This is an optimization exercise on Yosys and OpenROAD, whose aim is small area, a short achievable clock period and few clock cycles, not a production implementation.
The RTL was checked by simulation tests, not by an equivalence proof against the original design.

## TotalALU
module TotalALU( clk, dataA, dataB, Signal, control, Output, Busy, reset );
For scale: about 99 flip-flops, ~15,000 µm² of cells after synthesis.
export LEC_CHECK = 0
export CAP_MARGIN = 20
export CORE_MARGIN = 2
export CORE_UTILIZATION = 40
export SLEW_MARGIN = 20
export SYNTH_HIERARCHICAL = 1
export SYNTH_MINIMUM_KEEP_SIZE = 0
create_clock -name core_clock -period 24.0 [get_ports {clk}]
standard.sh (not shown) runs the stock make flow with config.mk's settings and CLKGATE_MAP_FILE= SYNTH_SCRIPT=/design/flow/synth_recipe.tcl, a recipe that flattens the netlist after the stock synthesis.
==> flow/flow/run.sh <==
#!/bin/bash
# Layout: the standard flow (standard.sh: standard synthesis, floorplan,
# placement, CTS, routing), with two changes:
#  - the port buffers are buf_1 cells (repair_timing upsizes the critical ones) rather than the delay cells buffer_ports
#    picks by default (every input and output port still gets a buffer);
#  - repair_timing aims for SETUP_SLACK_MARGIN ns more setup slack than the
#    clock needs, so it shortens the port-to-port paths that set the period.
# The clock, its period and the I/O constraints are the standard flow's, unchanged.
set -euo pipefail
MARGIN=${MARGIN:-11}
bash standard.sh "SETUP_SLACK_MARGIN=$MARGIN" \
  "BUFFER_PORTS_ARGS=-buffer_cell sky130_fd_sc_hd__buf_1" REMOVE_ABC_BUFFERS=1 finish > standard_flow.log 2>&1
The starting point passed the timing, design-rule and antenna checks.
Testbench counts at the start, summed over its fixed seeds: cycles 4,330.
Edit:
==> flow/flow/run.sh (replaced) <==
#!/bin/bash
# Layout: the standard flow (standard.sh: standard synthesis, floorplan,
# placement, CTS, routing), with two changes:
#  - the port buffers are buf_4 cells rather than the delay cells buffer_ports
#    picks by default (every input and output port still gets a buffer);
#  - repair_timing aims for SETUP_SLACK_MARGIN ns more setup slack than the
#    clock needs, so it shortens the port-to-port paths that set the period.
# The clock, its period and the I/O constraints are the standard flow's, unchanged.
set -euo pipefail
MARGIN=${MARGIN:-12.5}
bash standard.sh "SETUP_SLACK_MARGIN=$MARGIN" \
  "BUFFER_PORTS_ARGS=-buffer_cell sky130_fd_sc_hd__buf_4" finish > standard_flow.log 2>&1
=> The new run finished clean. Wire length goes up by 6.4%. Global-route usage goes up by 1.6 points. Non-clock buffer count goes up by 39. Count of clock-buffer cells in the layout is unchanged. First-iteration DRC count goes down by 22%. Via count goes up by 2.2%. Sequential share of layout area goes down by 1.2 points. Final cell count goes up by 1.7%.


TotalALU again, from the RTL that the note above started with.
clock: 24.0 ns
lec_check: 0
cap_margin: 20
core_margin: 2
core_utilization: 40
slew_margin: 20
synth_hierarchical: 1
synth_minimum_keep_size: 0
==> flow/flow/run.sh <==
#!/bin/bash
# Layout: the standard flow (standard.sh: standard synthesis, floorplan,
# placement, CTS, routing), with two changes:
#  - the port buffers are buf_1 cells (repair_timing upsizes the critical ones) rather than the delay cells buffer_ports
#    picks by default (every input and output port still gets a buffer);
#  - repair_timing aims for SETUP_SLACK_MARGIN ns more setup slack than the
#    clock needs, so it shortens the port-to-port paths that set the period.
# The clock, its period and the I/O constraints are the standard flow's, unchanged.
set -euo pipefail
MARGIN=${MARGIN:-11}
bash standard.sh "SETUP_SLACK_MARGIN=$MARGIN" \
  "BUFFER_PORTS_ARGS=-buffer_cell sky130_fd_sc_hd__buf_1" finish > standard_flow.log 2>&1
The starting point finished with timing, DRC and antenna clean.
Testbench counts at the start, summed over its fixed seeds: cycles 4,330.
Then changed:
--- a/flow/flow/run.sh
+++ b/flow/flow/run.sh
@@ -4 +4 @@
-#  - the port buffers are buf_1 cells (repair_timing upsizes the critical ones) rather than the delay cells buffer_ports
+#  - the port buffers are buf_4 cells rather than the delay cells buffer_ports
@@ -12 +12 @@
-  "BUFFER_PORTS_ARGS=-buffer_cell sky130_fd_sc_hd__buf_1" finish > standard_flow.log 2>&1
+  "BUFFER_PORTS_ARGS=-buffer_cell sky130_fd_sc_hd__buf_4" finish > standard_flow.log 2>&1
What happened: Cell area rises by 1.5%; cell count is about the same; register-to-register slack is better by 110 ps; flip-flop and latch count does not change; synthesized area does not change; sequential share of layout area goes down by 0.17 points; non-clock buffer count came out lower by 6; worst setup slack improved by 65 ps.


Another version of the RTL of TotalALU (not shown whole).
Size in the first run: ~1800 cells after synthesis, about 99 flip-flops, about 110 I/O pins, about 15000 µm² of cells after synthesis.
Settings: LEC_CHECK=0, CAP_MARGIN=20, CORE_MARGIN=2, CORE_UTILIZATION=60, SLEW_MARGIN=20, SYNTH_HIERARCHICAL=1, SYNTH_MINIMUM_KEEP_SIZE=0; clock period 24.0 ns.
==> flow/flow/run.sh <==
#!/bin/bash
# Layout: the standard flow (standard.sh: standard synthesis, floorplan,
# placement, CTS, routing), with two changes:
#  - the port buffers are buf_1 cells (repair_timing upsizes the critical ones) rather than the delay cells buffer_ports
#    picks by default (every input and output port still gets a buffer);
#  - repair_timing aims for SETUP_SLACK_MARGIN ns more setup slack than the
#    clock needs, so it shortens the port-to-port paths that set the period.
# The clock, its period and the I/O constraints are the standard flow's, unchanged.
set -euo pipefail
MARGIN=${MARGIN:-11}
bash standard.sh "SETUP_SLACK_MARGIN=$MARGIN" \
  "BUFFER_PORTS_ARGS=-buffer_cell sky130_fd_sc_hd__buf_1" REMOVE_ABC_BUFFERS=1 finish > standard_flow.log 2>&1
Testbench counts at the start, summed over its fixed seeds: cycles 4,330.
==> next run, changes <==
--- a/flow/config.mk
+++ b/flow/config.mk
@@ -10 +10 @@
-export CORE_UTILIZATION = 60
+export CORE_UTILIZATION = 40
After rerunning: The changed run produced a clean layout. Wire length increases by 5.6%. Core utilization decreases by 21 points. Worst hold slack is about the same. Die area increases by 49%. Synthesized area is unchanged. Sequential share of layout area decreases by 0.16 points. Non-clock buffer count decreases by 4. First-iteration DRC count decreases by 14%. Synthesized cell count is unchanged.


Another version of the RTL of TotalALU (not shown whole).
For scale: ~1,700 cells after synthesis, ~99 flip-flops, roughly 110 I/O pins, roughly 0.015 mm2 of cells after synthesis.
export LEC_CHECK = 0
export CAP_MARGIN = 20
export CORE_MARGIN = 2
export CORE_UTILIZATION = 40
export SLEW_MARGIN = 20
export SYNTH_HIERARCHICAL = 1
export SYNTH_MINIMUM_KEEP_SIZE = 0
create_clock -name core_clock -period 24.0 [get_ports {clk}]
==> flow/flow/run.sh <==
#!/bin/bash
# Layout: the standard flow (standard.sh: standard synthesis, floorplan,
# placement, CTS, routing), with two changes:
#  - the port buffers are buf_1 cells (repair_timing upsizes the critical ones) rather than the delay cells buffer_ports
#    picks by default (every input and output port still gets a buffer);
#  - repair_timing aims for SETUP_SLACK_MARGIN ns more setup slack than the
#    clock needs, so it shortens the port-to-port paths that set the period.
# The clock, its period and the I/O constraints are the standard flow's, unchanged.
set -euo pipefail
MARGIN=${MARGIN:-10.75}
bash standard.sh "SETUP_SLACK_MARGIN=$MARGIN" \
  "BUFFER_PORTS_ARGS=-buffer_cell sky130_fd_sc_hd__buf_1" REMOVE_ABC_BUFFERS=1 finish > standard_flow.log 2>&1
Testbench counts at the start, summed over its fixed seeds: cycles 4,330.
Then changed:
--- a/flow/flow/run.sh
+++ b/flow/flow/run.sh
@@ -10 +10 @@
-MARGIN=${MARGIN:-10.75}
+MARGIN=${MARGIN:-11.25}
=>
- The changed run completed without violations
- area after synthesis is unchanged
- wire length goes up by about 2.8%
- cell count goes up by about 1.4%
- register-to-register slack gets worse by 0.06 ns

what the ideal ports hide:
No port has a modelled driver above. Below, the same layouts with a new extraction and two added sets of constraints. Step 1: set_driving_cell puts a clkbuf_16 on clk and a buf_2 on each other input, an assumption about the parent block. Step 2, shift: input delay + t, output delay - t, t = (earliest + latest rising clock arrival at the registers) / 2. This alone moves slack from input paths to output paths. Three values: ideal ports, drivers, drivers and shift; two values: the first two.
| run | t (ns) | setup WS [ns] | worst setup path at the end | clock arrival spread, ns | worst register clock-pin slew, ns |
|---|---|---|---|---|---|
| the first run of note 1 | 0.409 | 11.165 / 11.141 / 11.141 | input to output | 0.007 / 0.008 | 0.07 / 0.07 |
| the second run of note 1 | 0.401 | 11.712 / 11.421 / 11.421 | input to output | 0.013 / 0.013 | 0.08 / 0.08 |
| the first run of note 2 | 0.405 | 11.181 / 11.145 / 11.145 | input to output | 0.009 / 0.009 | 0.07 / 0.07 |
| the second run of note 2 | 0.403 | 11.246 / 11.194 / 11.194 | input to output | 0.007 / 0.007 | 0.07 / 0.07 |
| the first run of note 3 | 0.411 | 11.083 / 10.882 / 10.882 | input to output | 0.012 / 0.012 | 0.08 / 0.08 |
| the second run of note 3 | 0.412 | 11.095 / 10.903 / 10.903 | input to output | 0.023 / 0.023 | 0.09 / 0.09 |
| the first run of note 4 | 0.427 | 10.934 / 10.909 / 10.909 | input to output | 0.017 / 0.017 | 0.09 / 0.09 |
| the second run of note 4 | 0.427 | 11.275 / 11.227 / 11.227 | input to output | 0.015 / 0.016 | 0.09 / 0.09 |
After both steps every run listed still meets setup and hold. The setup slack of the second run of note 1, which loses most, moves by -0.291 ns with the drivers and by -0.291 ns with both steps.
